From an optimization exercise on the open Yosys and OpenROAD flow, aimed at small area, a short achievable clock period and few clock cycles per item; shortcuts taken in it are not production practice. Only simulation tests tie the RTL to the original design; equivalence was not proved. Power and IR drop assume default switching activity.

<file path="flow/config.mk">
export PLATFORM = sky130hd
export DESIGN_NAME = rbcp_axi
export DESIGN_NICKNAME = rbcp_axi
export VERILOG_FILES = /design/flow/design.v
export SDC_FILE = /design/flow/constraint.sdc
export NUM_CORES = 4
export LEC_CHECK = 0
export CAP_MARGIN = 20
export CORE_MARGIN = 2
export CORE_UTILIZATION = 40
export SLEW_MARGIN = 20
</file>
<file path="flow/constraint.sdc">
create_clock -name core_clock -period 2.5 [get_ports {clk}]
set_input_delay 0.5000 -clock core_clock [delete_from_list [all_inputs] [get_ports {clk}]]
set_output_delay 0.5000 -clock core_clock [all_outputs]
set_load 0.01 [all_outputs]
</file>
<file path="flow/run.sh">
#!/bin/bash
# synth_recipe.tcl (not shown) runs the flow's synth.tcl, then flattens the netlist and writes it again
# the make line also repeats each setting of config.mk as NAME=value (left out here)
make -C /OpenROAD-flow-scripts/flow DESIGN_CONFIG=/design/flow/config.mk WORK_HOME=/design/flow/orfs CLKGATE_MAP_FILE= SYNTH_SCRIPT=/design/flow/synth_recipe.tcl finish
</file>
<file path="flow/design.v">
`timescale 1ns / 1ps
module rbcp_bridge(
    input wire clk,
    input wire rst,
    input  wire        rbcp_act,
    input  wire [31:0] rbcp_addr,
    input  wire [7:0]  rbcp_wd,
    input  wire        rbcp_we,
    input  wire        rbcp_re,
    output wire        rbcp_ack,
    output wire [7:0]  rbcp_rd,
    output wire [31:0] m_axi_awaddr,  
    output wire [2:0]  m_axi_awprot,  
    output wire        m_axi_awvalid, 
    input  wire        m_axi_awready, 
    output wire [31:0] m_axi_wdata,   
    output wire [3:0]  m_axi_wstrb,   
    output wire        m_axi_wvalid,  
    input  wire        m_axi_wready,  
    input  wire [1:0]  m_axi_bresp,   
    input  wire        m_axi_bvalid,  
    output wire        m_axi_bready,  
    output wire [31:0] m_axi_araddr,  
    output wire [2:0]  m_axi_arprot,  
    output wire        m_axi_arvalid, 
    input  wire        m_axi_arready, 
    input  wire [31:0] m_axi_rdata,   
    input  wire        m_axi_rvalid,  
    output wire        m_axi_rready,  
    input  wire [1:0]  m_axi_rresp,   
    output wire [3:0] araddr_res,  
    output wire [1:0] debug_rresp,
    output wire [1:0] debug_bresp
);
    assign debug_rresp = m_axi_rresp;
    assign debug_bresp = m_axi_bresp;
    reg [31:0] addr_buf;
    wire [1:0] addr_res;
    always @(posedge clk) begin
        if (rst) begin
            addr_buf <= 32'd0;
        end else begin
            if (rbcp_we || rbcp_re) begin
                addr_buf <= rbcp_addr;
            end
        end
    end
    assign m_axi_awaddr = {addr_buf[31:2], 2'b00};
    assign m_axi_araddr = {addr_buf[31:2], 2'b00};
    assign addr_res = addr_buf[1:0];
    assign m_axi_wstrb[0] = (addr_res == 2'd0);
    assign m_axi_wstrb[1] = (addr_res == 2'd1);
    assign m_axi_wstrb[2] = (addr_res == 2'd2);
    assign m_axi_wstrb[3] = (addr_res == 2'd3);
    assign araddr_res = m_axi_wstrb;
    reg awvalid_buf;
    always @(posedge clk) begin
        if (rst) begin
            awvalid_buf <= 1'b0;
        end else begin
            if (rbcp_we) begin
                awvalid_buf <= 1'b1;
            end else if (awvalid_buf && m_axi_awready) begin
                awvalid_buf <= 1'b0;
            end
        end
    end
    assign m_axi_awvalid = awvalid_buf;
    reg arvalid_buf;
    always @(posedge clk) begin
        if (rst) begin
            arvalid_buf <= 1'b0;
        end else begin
            if (rbcp_re) begin
                arvalid_buf <= 1'b1;
            end else if (arvalid_buf && m_axi_arready) begin
                arvalid_buf <= 1'b0;
            end
        end
    end
    assign m_axi_arvalid = arvalid_buf;
    reg [7:0] wdata_buf;
    always @(posedge clk) begin
        if (rst) begin
            wdata_buf <= 32'd0;
        end else begin
            wdata_buf <= rbcp_wd;
        end
    end
    assign m_axi_wdata = {4{wdata_buf}};
    reg wvalid_buf;
    always @(posedge clk) begin
        if (rst) begin
            wvalid_buf <= 1'b0;
        end else begin
            if (rbcp_we) begin
                wvalid_buf <= 1'b1;
            end else if (wvalid_buf && m_axi_wready) begin
                wvalid_buf <= 1'b0;
            end
        end
    end
    assign m_axi_wvalid = wvalid_buf;
    reg bready_buf;
    always @(posedge clk) begin
        if (rst) begin
            bready_buf <= 1'b0;
        end else begin
            if (m_axi_bvalid && ~bready_buf) begin
                bready_buf <= 1'b1;
            end else if (bready_buf) begin
                bready_buf <= 1'b0;
            end else begin
                bready_buf <= bready_buf;
            end
        end
    end
    assign m_axi_bready = bready_buf;
    reg [7:0] rdata_buf;
    always @(posedge clk) begin
        if (rst) begin
            rdata_buf <= 8'd0;
        end else begin
            if (m_axi_rvalid) begin
                case (addr_res) 
                2'b00: rdata_buf <= m_axi_rdata[7:0];
                2'b01: rdata_buf <= m_axi_rdata[15:8];
                2'b10: rdata_buf <= m_axi_rdata[23:16];
                2'b11: rdata_buf <= m_axi_rdata[31:24];
                default: rdata_buf <= 0;
                endcase
            end
        end
    end
    assign rbcp_rd = rdata_buf;
    reg rready_buf;
    always @(posedge clk) begin
        if (rst) begin
            rready_buf <= 1'b0;
        end else begin
            if (m_axi_rvalid && ~rready_buf) begin
                rready_buf <= 1'b1;
            end else if (rready_buf) begin
                rready_buf <= 1'b0;
            end else begin
                rready_buf <= rready_buf;
            end
        end
    end
    assign m_axi_rready = rready_buf;
    assign rbcp_ack = m_axi_rready | m_axi_bready;
    assign m_axi_awprot = 3'b000;
    assign m_axi_arprot = 3'b000;
endmodule
`timescale 1ns / 1ps
module adapter_8_32_w(
    input wire clk,
    input wire rst,
    input  wire [31:0] s_axi_awaddr,  
    input  wire [2:0]  s_axi_awprot,  
    input  wire        s_axi_awvalid, 
    output wire        s_axi_awready, 
    input  wire [31:0] s_axi_wdata,   
    input  wire [3:0]  s_axi_wstrb,   
    input  wire        s_axi_wvalid,  
    output wire        s_axi_wready,  
    output wire [1:0]  s_axi_bresp,   
    output wire        s_axi_bvalid,  
    input  wire        s_axi_bready,  
    output wire [31:0] m_axi_awaddr,  
    output wire [2:0]  m_axi_awprot,  
    output wire        m_axi_awvalid, 
    input  wire        m_axi_awready, 
    output wire [31:0] m_axi_wdata,   
    output wire [3:0]  m_axi_wstrb,   
    output wire        m_axi_wvalid,  
    input  wire        m_axi_wready,  
    input  wire [1:0]  m_axi_bresp,   
    input  wire        m_axi_bvalid,  
    output wire        m_axi_bready   
);
    wire m_busy;
    reg s_awready_buf;
    reg s_aw_en;  
    reg s_bvalid_buf;
    wire aw_acc = ~s_awready_buf && s_axi_awvalid && s_axi_wvalid && s_aw_en && ~m_busy;
    always @(posedge clk) begin
        if (rst) begin
            s_awready_buf <= 1'b0;
            s_aw_en <= 1'b1;
        end else begin
            if (aw_acc) begin
                s_awready_buf <= 1'b1;
                s_aw_en <= 1'b0;
            end else if (s_axi_bready && s_bvalid_buf) begin
                s_aw_en <= 1'b1;
                s_awready_buf <= 1'b0;
            end else begin
                s_awready_buf <= 1'b0;
            end
        end
    end
    assign s_axi_awready = s_awready_buf;
    reg [31:0] s_awaddr_buf;
    wire s_awaddr_change = s_aw_en ? (s_awaddr_buf != s_axi_awaddr): 0;
    integer byte_index;
    always @(posedge clk) begin
        if (rst) begin
            s_awaddr_buf <= 32'd0;
        end else begin
            if (aw_acc) begin
                s_awaddr_buf <= s_axi_awaddr;
            end
        end
    end
    reg s_wready_buf;
    wire w_acc = ~s_wready_buf && s_axi_awvalid && s_axi_wvalid && s_aw_en && ~m_busy;
    always @(posedge clk) begin
        if (rst) begin
            s_wready_buf <= 1'b0;
        end else begin
            if (w_acc) begin
                s_wready_buf <= 1'b1;
            end else begin
                s_wready_buf <= 1'b0;
            end
        end
    end
    assign s_axi_wready = s_wready_buf;
    reg [31:0] wdata_buf;
    always @(posedge clk) begin
        if (rst) begin
            wdata_buf <= 32'd0;
        end else begin
            if (w_acc) begin
                for (byte_index = 0; byte_index <= 3; byte_index = byte_index + 1)
                    if( s_axi_wstrb[byte_index] == 1 ) begin
                        wdata_buf[(byte_index*8) +: 8] <= s_axi_wdata[(byte_index*8) +: 8];
                    end
            end
        end
    end
    reg [3:0] wstrb_sum;
    wire wstrb_full = (wstrb_sum == 4'b1111);
    always @(posedge clk) begin
        if (rst) begin
            wstrb_sum <= 4'b0000;
        end else begin
            if (w_acc) begin
                if (s_awaddr_change) begin
                    wstrb_sum <= 4'b0000 | s_axi_wstrb;
                end else begin
                    wstrb_sum <= wstrb_sum | s_axi_wstrb;
                end
            end else if (wstrb_full) begin
                wstrb_sum <= 4'b0000;
            end
        end
    end
    assign s_axi_bresp = 2'b0;  
    wire b_acc = s_awready_buf && s_axi_awvalid && ~s_bvalid_buf && s_wready_buf && s_axi_wvalid;
    always @(posedge clk) begin
        if (rst) begin
            s_bvalid_buf <= 1'b0;
        end else begin
            if (b_acc) begin
                s_bvalid_buf <= 1'b1;
            end else begin
               if (s_axi_bready && s_bvalid_buf) begin
                   s_bvalid_buf <= 1'b0;
               end
            end
        end
    end
    assign s_axi_bvalid = s_bvalid_buf;
    assign m_axi_awaddr = s_awaddr_buf;
    assign m_axi_wstrb = 4'b1111;
    reg m_awvalid_buf;
    always @(posedge clk) begin
        if (rst) begin
            m_awvalid_buf <= 1'b0;
        end else begin
            if (m_awvalid_buf) begin
                if (m_axi_awready) begin
                    m_awvalid_buf <= 1'b0;
                end
            end else begin
                if (wstrb_full) begin
                    m_awvalid_buf <= 1'b1;
                end
            end
        end
    end
    assign m_axi_awvalid = m_awvalid_buf;
    assign m_axi_wdata = wdata_buf;
    reg m_wvalid_buf;
    always @(posedge clk) begin
        if (rst) begin
            m_wvalid_buf <= 1'b0;
        end else begin
            if (m_wvalid_buf) begin
                if (m_axi_wready) begin
                    m_wvalid_buf <= 1'b0;
                end
            end else begin
                if (wstrb_full) begin
                    m_wvalid_buf <= 1'b1;
                end
            end
        end
    end
    assign m_axi_wvalid = m_wvalid_buf;
    reg m_bready_buf;
    always @(posedge clk) begin
        if (rst) begin
            m_bready_buf <= 1'b0;
        end else begin
            if (m_axi_bvalid && ~m_bready_buf) begin
                m_bready_buf <= 1'b1;
            end else if (m_bready_buf) begin
                m_bready_buf <= 1'b0;
            end else begin
                m_bready_buf <= m_bready_buf;
            end
        end
    end
    assign m_axi_bready = m_bready_buf;
    assign m_axi_awprot = 3'b000;
    reg m_busy_buf;
    always @(posedge clk) begin
        if (rst) begin
            m_busy_buf <= 1'b0;
        end else begin
            if (wstrb_full) begin
                m_busy_buf <= 1'b1;
            end else begin
                if (m_bready_buf) begin
                    m_busy_buf <= 1'b0;
                end
            end
        end
    end
    assign m_busy = m_busy_buf;
endmodule
`timescale 1ns / 1ps
module adapter_8_32_r(
    input wire clk,
    input wire rst,
    input  wire [31:0] s_axi_araddr,  
    input  wire [2:0]  s_axi_arprot,  
    input  wire        s_axi_arvalid, 
    output wire        s_axi_arready, 
    output wire [31:0] s_axi_rdata,   
    output wire        s_axi_rvalid,  
    input  wire        s_axi_rready,  
    output wire [1:0]  s_axi_rresp,   
    output wire [31:0] m_axi_araddr,  
    output wire [2:0]  m_axi_arprot,  
    output wire        m_axi_arvalid, 
    input  wire        m_axi_arready, 
    input  wire [31:0] m_axi_rdata,   
    input  wire        m_axi_rvalid,  
    output wire        m_axi_rready,  
    input  wire [1:0]  m_axi_rresp,   
    input  wire [3:0]  araddr_res     
);
    assign s_axi_rresp = m_axi_rresp;
    wire m_busy;
    reg s_arready_buf;
    reg [31:0] s_araddr_buf;
    assign s_axi_arready = s_arready_buf;
    assign m_axi_araddr = s_araddr_buf;
    wire ar_acc = ~s_arready_buf && s_axi_arvalid && ~m_busy;
    always @(posedge clk) begin
        if (rst) begin
            s_arready_buf <= 1'b0;
            s_araddr_buf <= 32'b0;
        end else begin
            if (ar_acc) begin
                s_arready_buf <= 1'b1;
                s_araddr_buf <= s_axi_araddr;
            end else begin
                s_arready_buf <= 1'b0;
            end
        end
    end
    wire addr_change = ar_acc && (s_araddr_buf != s_axi_araddr);
    reg [3:0] addr_res_buf;
    always @(posedge clk) begin
        if (rst) begin
           addr_res_buf <= 4'b00;
        end else begin
            if (addr_change) begin
                addr_res_buf <= araddr_res;
            end else begin
                if (addr_res_buf == 4'b1111) begin
                    addr_res_buf <= 4'b0000;
                end else begin
                    if (ar_acc) begin
                        addr_res_buf <= addr_res_buf | araddr_res;
                    end
                end
            end
        end
    end
    wire refresh = ar_acc && (addr_res_buf == 4'b0000);
    reg s_rvalid_buf;
    reg [1:0] s_rresp_buf;
    wire r_acc = s_arready_buf && s_axi_arvalid && ~s_rvalid_buf;
    reg wait_read;
    always @(posedge clk) begin
        if (rst) begin
            s_rvalid_buf <= 1'b0;
            s_rresp_buf <= 2'b0;
            wait_read <= 1'b0;
        end else begin
            if (s_rvalid_buf && s_axi_rready) begin
                s_rvalid_buf <= 1'b0;
            end else if (r_acc) begin
                if (~m_busy) begin
                    s_rvalid_buf <= 1'b1;
                    s_rresp_buf <= 2'b0;
                end else begin
                    wait_read <= 1'b1;
                end
            end else if (wait_read) begin
                if (~m_busy) begin
                    s_rvalid_buf <= 1'b1;
                    s_rresp_buf <= 2'b0;
                    wait_read <= 1'b0;
                end
            end
        end
    end
    assign s_axi_rvalid = s_rvalid_buf;
    reg m_arvalid_buf;
    always @(posedge clk) begin
        if (rst) begin
            m_arvalid_buf <= 1'b0;
        end else begin
            if (addr_change | refresh) begin
                m_arvalid_buf <= 1'b1;
            end else if (m_arvalid_buf && m_axi_arready) begin
                m_arvalid_buf <= 1'b0;
            end
        end
    end
    assign m_axi_arvalid = m_arvalid_buf;
    reg [31:0] m_rdata_buf;
    always @(posedge clk) begin
        if (rst) begin
            m_rdata_buf <= 32'b0;
        end else begin
            if (m_axi_rvalid) begin
                m_rdata_buf <= m_axi_rdata;
            end
        end
    end
    assign s_axi_rdata = m_rdata_buf;
    reg m_rready_buf;
    always @(posedge clk) begin
        if (rst) begin
            m_rready_buf <= 1'b0;
        end else begin
            if (m_axi_rvalid && ~m_rready_buf) begin
                m_rready_buf <= 1'b1;
            end else if (m_rready_buf) begin
                m_rready_buf <= 1'b0;
            end else begin
                m_rready_buf <= m_rready_buf;
            end
        end
    end
    assign m_axi_rready = m_rready_buf;
    assign m_axi_arprot = 3'b000;
    reg m_busy_buf;
    always @(posedge clk) begin
        if (rst) begin
            m_busy_buf <= 1'b0;
        end else begin
            if (addr_change | refresh) begin
                m_busy_buf <= 1'b1;
            end else if (m_rready_buf) begin
                m_busy_buf <= 1'b0;
            end
        end
    end
    assign m_busy = m_busy_buf;
endmodule
`timescale 1ns / 1ps
module adapter_8_32(
    input wire clk,
    input wire rst,
    input  wire [31:0] s_axi_awaddr,  
    input  wire [2:0]  s_axi_awprot,  
    input  wire        s_axi_awvalid, 
    output wire        s_axi_awready, 
    input  wire [31:0] s_axi_wdata,   
    input  wire [3:0]  s_axi_wstrb,   
    input  wire        s_axi_wvalid,  
    output wire        s_axi_wready,  
    output wire [1:0]  s_axi_bresp,   
    output wire        s_axi_bvalid,  
    input  wire        s_axi_bready,  
    input  wire [31:0] s_axi_araddr,  
    input  wire [2:0]  s_axi_arprot,  
    input  wire        s_axi_arvalid, 
    output wire        s_axi_arready, 
    output wire [31:0] s_axi_rdata,   
    output wire        s_axi_rvalid,  
    input  wire        s_axi_rready,  
    output wire [1:0]  s_axi_rresp,   
    output wire [31:0] m_axi_awaddr,  
    output wire [2:0]  m_axi_awprot,  
    output wire        m_axi_awvalid, 
    input  wire        m_axi_awready, 
    output wire [31:0] m_axi_wdata,   
    output wire [3:0]  m_axi_wstrb,   
    output wire        m_axi_wvalid,  
    input  wire        m_axi_wready,  
    input  wire [1:0]  m_axi_bresp,   
    input  wire        m_axi_bvalid,  
    output wire        m_axi_bready,  
    output wire [31:0] m_axi_araddr,  
    output wire [2:0]  m_axi_arprot,  
    output wire        m_axi_arvalid, 
    input  wire        m_axi_arready, 
    input  wire [31:0] m_axi_rdata,   
    input  wire        m_axi_rvalid,  
    output wire        m_axi_rready,  
    input  wire [1:0]  m_axi_rresp,   
    input  wire [3:0]  araddr_res       
);
    adapter_8_32_w w_inst(
        .clk(clk),
        .rst(rst),
        .s_axi_awaddr(s_axi_awaddr),
        .s_axi_awprot(s_axi_awprot),
        .s_axi_awvalid(s_axi_awvalid),
        .s_axi_awready(s_axi_awready),
        .s_axi_wdata(s_axi_wdata),
        .s_axi_wstrb(s_axi_wstrb),
        .s_axi_wvalid(s_axi_wvalid),
        .s_axi_wready(s_axi_wready),
        .s_axi_bresp(s_axi_bresp),
        .s_axi_bvalid(s_axi_bvalid),
        .s_axi_bready(s_axi_bready),
        .m_axi_awaddr(m_axi_awaddr),
        .m_axi_awprot(m_axi_awprot),
        .m_axi_awvalid(m_axi_awvalid),
        .m_axi_awready(m_axi_awready),
        .m_axi_wdata(m_axi_wdata),
        .m_axi_wstrb(m_axi_wstrb),
        .m_axi_wvalid(m_axi_wvalid),
        .m_axi_wready(m_axi_wready),
        .m_axi_bresp(m_axi_bresp),
        .m_axi_bvalid(m_axi_bvalid),
        .m_axi_bready(m_axi_bready)
    );
    adapter_8_32_r r_inst(
        .clk(clk),
        .rst(rst),
        .s_axi_araddr(s_axi_araddr),
        .s_axi_arprot(s_axi_arprot),
        .s_axi_arvalid(s_axi_arvalid),
        .s_axi_arready(s_axi_arready),
        .s_axi_rdata(s_axi_rdata),
        .s_axi_rvalid(s_axi_rvalid),
        .s_axi_rready(s_axi_rready),
        .s_axi_rresp(s_axi_rresp),
        .m_axi_araddr (m_axi_araddr ),
        .m_axi_arprot (m_axi_arprot ),
        .m_axi_arvalid(m_axi_arvalid),
        .m_axi_arready(m_axi_arready),
        .m_axi_rdata  (m_axi_rdata  ),
        .m_axi_rvalid (m_axi_rvalid ),
        .m_axi_rready (m_axi_rready ),
        .m_axi_rresp  (m_axi_rresp  ),
        .araddr_res   (araddr_res   )
    );
endmodule
`timescale 1ns / 1ps
module rbcp_axi(
    input  wire        clk,
    input  wire        aresetn,
    input  wire [31:0] rbcp_addr,
    input  wire [7:0]  rbcp_wd,
    input  wire        rbcp_we,
    input  wire        rbcp_re,
    output wire        rbcp_ack,
    output wire [7:0]  rbcp_rd,
    output wire [31:0] m_axi_awaddr,
    output wire [2:0]  m_axi_awprot,
    output wire        m_axi_awvalid,
    input  wire        m_axi_awready,
    output wire [31:0] m_axi_wdata,
    output wire [3:0]  m_axi_wstrb,
    output wire        m_axi_wvalid,
    input  wire        m_axi_wready,
    input  wire [1:0]  m_axi_bresp,
    input  wire        m_axi_bvalid,
    output wire        m_axi_bready,
    output wire [31:0] m_axi_araddr,
    output wire [2:0]  m_axi_arprot,
    output wire        m_axi_arvalid,
    input  wire        m_axi_arready,
    input  wire [31:0] m_axi_rdata,
    input  wire        m_axi_rvalid,
    output wire        m_axi_rready,
    input  wire [1:0]  m_axi_rresp
);
    wire [31:0] axi_awaddr_int ;
    wire [2:0]  axi_awprot_int ;
    wire        axi_awvalid_int;
    wire        axi_awready_int;
    wire [31:0] axi_wdata_int  ;
    wire [3:0]  axi_wstrb_int  ;
    wire        axi_wvalid_int ;
    wire        axi_wready_int ;
    wire [1:0]  axi_bresp_int  ;
    wire        axi_bvalid_int ;
    wire        axi_bready_int ;
    wire [31:0] axi_araddr_int ;
    wire [2:0]  axi_arprot_int ;
    wire        axi_arvalid_int;
    wire        axi_arready_int;
    wire [31:0] axi_rdata_int  ;
    wire        axi_rvalid_int ;
    wire        axi_rready_int ;
    wire [1:0]  axi_rresp_int  ;
    wire [3:0] araddr_res;
    rbcp_bridge bridge_inst(
        .clk(clk),
        .rst(~aresetn),
        .rbcp_act(1'b1),
        .rbcp_addr(rbcp_addr),
        .rbcp_wd(rbcp_wd),
        .rbcp_we(rbcp_we),
        .rbcp_re(rbcp_re),
        .rbcp_ack(rbcp_ack),
        .rbcp_rd(rbcp_rd),
        .m_axi_awaddr (axi_awaddr_int ),
        .m_axi_awprot (axi_awprot_int ),
        .m_axi_awvalid(axi_awvalid_int),
        .m_axi_awready(axi_awready_int),
        .m_axi_wdata  (axi_wdata_int  ),
        .m_axi_wstrb  (axi_wstrb_int  ),
        .m_axi_wvalid (axi_wvalid_int ),
        .m_axi_wready (axi_wready_int ),
        .m_axi_bresp  (axi_bresp_int  ),
        .m_axi_bvalid (axi_bvalid_int ),
        .m_axi_bready (axi_bready_int ),
        .m_axi_araddr (axi_araddr_int ),
        .m_axi_arprot (axi_arprot_int ),
        .m_axi_arvalid(axi_arvalid_int),
        .m_axi_arready(axi_arready_int),
        .m_axi_rdata  (axi_rdata_int  ),
        .m_axi_rvalid (axi_rvalid_int ),
        .m_axi_rready (axi_rready_int ),
        .m_axi_rresp  (axi_rresp_int  ),
        .araddr_res(araddr_res),
        .debug_rresp(),
        .debug_bresp()
    );
    adapter_8_32 adapter_inst(
        .clk(clk),
        .rst(~aresetn),
        .s_axi_awaddr (axi_awaddr_int ),
        .s_axi_awprot (axi_awprot_int ),
        .s_axi_awvalid(axi_awvalid_int),
        .s_axi_awready(axi_awready_int),
        .s_axi_wdata  (axi_wdata_int  ),
        .s_axi_wstrb  (axi_wstrb_int  ),
        .s_axi_wvalid (axi_wvalid_int ),
        .s_axi_wready (axi_wready_int ),
        .s_axi_bresp  (axi_bresp_int  ),
        .s_axi_bvalid (axi_bvalid_int ),
        .s_axi_bready (axi_bready_int ),
        .s_axi_araddr (axi_araddr_int ),
        .s_axi_arprot (axi_arprot_int ),
        .s_axi_arvalid(axi_arvalid_int),
        .s_axi_arready(axi_arready_int),
        .s_axi_rdata  (axi_rdata_int  ),
        .s_axi_rvalid (axi_rvalid_int ),
        .s_axi_rready (axi_rready_int ),
        .s_axi_rresp  (axi_rresp_int  ),
        .m_axi_awaddr (m_axi_awaddr ),
        .m_axi_awprot (m_axi_awprot ),
        .m_axi_awvalid(m_axi_awvalid),
        .m_axi_awready(m_axi_awready),
        .m_axi_wdata  (m_axi_wdata  ),
        .m_axi_wstrb  (m_axi_wstrb  ),
        .m_axi_wvalid (m_axi_wvalid ),
        .m_axi_wready (m_axi_wready ),
        .m_axi_bresp  (m_axi_bresp  ),
        .m_axi_bvalid (m_axi_bvalid ),
        .m_axi_bready (m_axi_bready ),
        .m_axi_araddr (m_axi_araddr ),
        .m_axi_arprot (m_axi_arprot ),
        .m_axi_arvalid(m_axi_arvalid),
        .m_axi_arready(m_axi_arready),
        .m_axi_rdata  (m_axi_rdata  ),
        .m_axi_rvalid (m_axi_rvalid ),
        .m_axi_rready (m_axi_rready ),
        .m_axi_rresp  (m_axi_rresp  ),
        .araddr_res   (araddr_res   )
    );
endmodule
</file>
==> flow_summary.yaml <==
worst_setup_path:
  path_cells: "or2_2, clkdlybuf4s50_1"
  path_buf_inv: 1
  crit_type: "reg -> out"
  start_kind: "register"
  crit_arrival_ps: 1600
  timing.rr.end: "adapter_inst.r_inst.addr_res_buf[0]"
  cp_top_family: "buffers and inverters"
  ff2ff_setup_slack_ps: 460
  cpPeakStageDelay_ps: 510
  cp-end-kind: "output pin"
  r2r-start: "bridge_inst.addr_buf[3]"
  rr_worst_depth: 5
  crit_fanout: 4
  crit_required_ps: 2000
  slowest_stage: "clkdlybuf4s50_1"
cts:
  cts_tree: "built"
  cts_resized: 0
  clockRootBuffer: "clkbuf_16"
  hold_buffers: 0
  post-cts-setup-buffers: 0
  h-tree-depth: 4
  clock_latency_ps: 440
  cts_made_buffers: 17
  clk_pin_slew_ps: 80
  clock_path_buffers: 2
  cts.sinks: 199
logic_synthesis:
  ys_types: 42
  synthArstFlopShare: 0
  syn-instance-count: 891
  ys_ff_latch: 199
  ys_seq_area_frac: 0.4772
  synth_ff_type: "dfxtp_1"
  synth_enable_flop_cells: 0
  yosys_warnings: 3
  syn_area_um2: 8348
  postSynthAreaPerCell_um2: 9.369
global_route:
  grt_pass1_wl_um: 33480
  grt_start_max_net_pins: 45
  grt-ovfl-total: 0
  grt_use_total: 0.1947
  antenna_found_initial: 0
  grt_pass1_vias: 6154
power_and_ir_drop:
  swShare: 0.2698
  power.leakage_nw: 4.133
  ir_drop_v: 0.0004168
  seqPwrFrac: 0.493
  p_comb_frac: 0.107
  internal_power_mw: 5.040
  p_sw_mw: 1.862
  clkPwrFrac: 0.400
  pwr_density_cell_nw_per_um2: 624.0
drt:
  firstDrtPassIters: 4
  drtAntennaViolNets: 0
  drc: 0
  via_count: 6383
  drt_iter0_drc: 291
  wirelength_um: 21310
  viasPerCell: 4.749
  wire_per_inst_um: 15.85
placed_design:
  place_congestion: 0.7367
  dpl.hpwl_um: 14560
  pre_cts_ws_ps: 457.5
  portBuffers: 186
flow_run:
  max_cap_viol_count: 0
timing:
  setup_viol: 0
  tightest_slew_ps: 703.3
  fin_setup_tns_ps: 0
  layout_worst_path_cycle_share: 0.8392
  slew_headroom: 0.5305
  timing.fmax_mhz: 476.7
  finalHoldViolations: 0
  min_period_ps: 2098
  fin_skew_ps: 13.93
  rsz0062_at_grt: "false"
  drv_slew: 0
  layout_setup_ws_ps: 402.1
die:
  die_area_um2: 22040
  io_pins: 205
  dieWidth_um: 148.5
  core.rowCount: 52
  initial_core_util: 0.4099
  dieHeight_um: 148.5
  core_um2: 20360
hold_path:
  min_to: "adapter_inst.w_inst.m_bready_buf"
  hold_start: "adapter_inst.w_inst.m_bready_buf"
  holdPathStages: 1
  hp-class: "reg -> reg"
status:
  status: "timing/DRC/antenna clean"
finish:
  mostFrequentLayoutCells: "nand2_1 (211), dfxtp_1 (199), clkdlybuf4s50_1 (184)"
  utilization: 0.5431
  area_growth_pct: 32.48
  n_antenna_cell: 0
  num-nets-final: 1146
  drive_gt1_frac: 0.06983
  layout_commonest_cell: "nand2_1"
metrics by stage:
step	power, mW	cells	hold slack [ps]	cell area (um2)
floorplan	3.882	903	449.3	8393
global placement	4.222	1312	429.5	10460
detailed placement	4.224	1312	423.6	10460
CTS	6.989	1344	437.3	11060
global route	7.194	1344	469.5	11060
finish	6.902	1344	437.9	11060
Yosys cell counts (all sizes together) (2+ instances only):
| master | n | area share |
|---|---|---|
| and2 | 16 | 0.012 |
| nor2 | 11 | 0.0058 |
| mux2i | 67 | 0.080 |
| a211o | 3 | 0.0031 |
| a21oi | 3 | 0.0018 |
| buf | 22 | 0.017 |
| nand2 | 211 | 0.095 |
| clkbuf | 46 | 0.021 |
| xnor2 | 20 | 0.021 |
| xor2 | 40 | 0.042 |
| o21a | 3 | 0.0027 |
| nor4 | 11 | 0.0090 |
| mux4 | 8 | 0.022 |
| inv | 5 | 0.0022 |
| o22ai | 4 | 0.0030 |
| conb | 2 | 0.00090 |
| o21ai | 7 | 0.0042 |
| a31oi | 4 | 0.0030 |
| a21boi | 101 | 0.091 |
| nor4b | 3 | 0.0031 |
| and3b | 3 | 0.0031 |
| o211ai | 2 | 0.0018 |
| or2 | 5 | 0.0040 |
| nand4 | 11 | 0.0082 |
| nand2b | 4 | 0.0030 |
| dfxtp | 199 | 0.48 |
| nor2b | 70 | 0.052 |
registers in the layout, indices dropped and copies added (netlist names), 4 cells and up:
signal and flops:
adapter_inst.r_inst.addr_res_buf 4, adapter_inst.r_inst.m_rdata_buf 32, adapter_inst.r_inst.s_araddr_buf 30, adapter_inst.w_inst.s_awaddr_buf 30
adapter_inst.w_inst.wdata_buf 32, adapter_inst.w_inst.wstrb_sum 4, bridge_inst.addr_buf 32, bridge_inst.rdata_buf 8
bridge_inst.wdata_buf 8
routing by layer:
metal,global-route usage,share of wire,vias up
met5,0,0,-
met4,0.05286,0.011,0
met3,0.05460,0.063,18
met2,0.3113,0.45,150
met1,0.2597,0.47,2948
li1,-,-,3267
cell type report:
class	count	area [um2]
clock buffer	17	425.4
clock inverter	15	176.4
fill	1885	9305
inverter	5	18.77
multi-input combinational	631	4080
sequential	199	3984
tap	270	337.8
timing repair buffer	207	2037
logic make-up (layout without fill, tap and decap cells):
group / Yosys count / in the layout / synth area share
compound gates: 132 / 132 / 0.1165
xor+xnor: 60 / 60 / 0.06295
buf+inv: 73 / 244 / 0.04032
flops: 199 / 199 / 0.4772
mux: 75 / 75 / 0.1019
other cells: 2 / 14 / 0.0008996
simple gates: 350 / 350 / 0.2002
power by group through the flow:
| stage | sequential, mW | clock, mW | combinational [mW] |
|---|---|---|---|
| floorplan | 3.46 | 0 | 0.421 |
| global placement | 3.48 | 0 | 0.745 |
| detailed placement | 3.48 | 0 | 0.747 |
| CTS | 3.40 | 2.83 | 0.752 |
| global route | 3.42 | 2.96 | 0.814 |
| finish | 3.40 | 2.76 | 0.739 |
worst register-to-register path, cell delays in order, from the launching register on:
cell	delay, ps
dfxtp_1	370
xor2_1	210
nor4_1	340
nand4_1	360
or2_4	380
a211o_1	260
worst max path at each step:
stage	cells past startpoint	slack [ps]	start	to
CTS	2	380	bridge_inst.bready_buf	rbcp_ack
global placement	5	460	bridge_inst.addr_buf[3]	adapter_inst.r_inst.addr_res_buf[3]
global route	5	310	bridge_inst.addr_buf[3]	adapter_inst.r_inst.addr_res_buf[0]
finish	2	400	bridge_inst.bready_buf	rbcp_ack
detailed placement	5	460	bridge_inst.addr_buf[3]	adapter_inst.r_inst.addr_res_buf[1]
floorplan	5	850	adapter_inst.r_inst.s_araddr_buf[28]	adapter_inst.r_inst.addr_res_buf[0]
Testbench counts, summed over its fixed seeds: cycles 41,031, accesses 6,400.

==> afterwards: timing with drivers on the ports <==
How much do the figures lean on ideal ports? The routed layout below was timed once more, with nothing changed but the port constraints.
Step 1 assumes that a clkbuf_16 drives the clock port and a buf_2 every other input.
Step 2, shift: input delay + t, output delay - t, t = (earliest + latest rising clock arrival at the registers) / 2. This alone moves slack from input paths to output paths.
Three values: ideal ports, drivers, drivers and shift; two values: the first two.
t (ns): 0.483
slack for setup (ns): 0.402 / 0.353 / 0.460
cell pins on the clock port's net: 1
After both steps setup and hold are still met in this run. For this run, drivers alone change the setup slack by -0.049 ns; drivers and shift together by +0.058 ns.
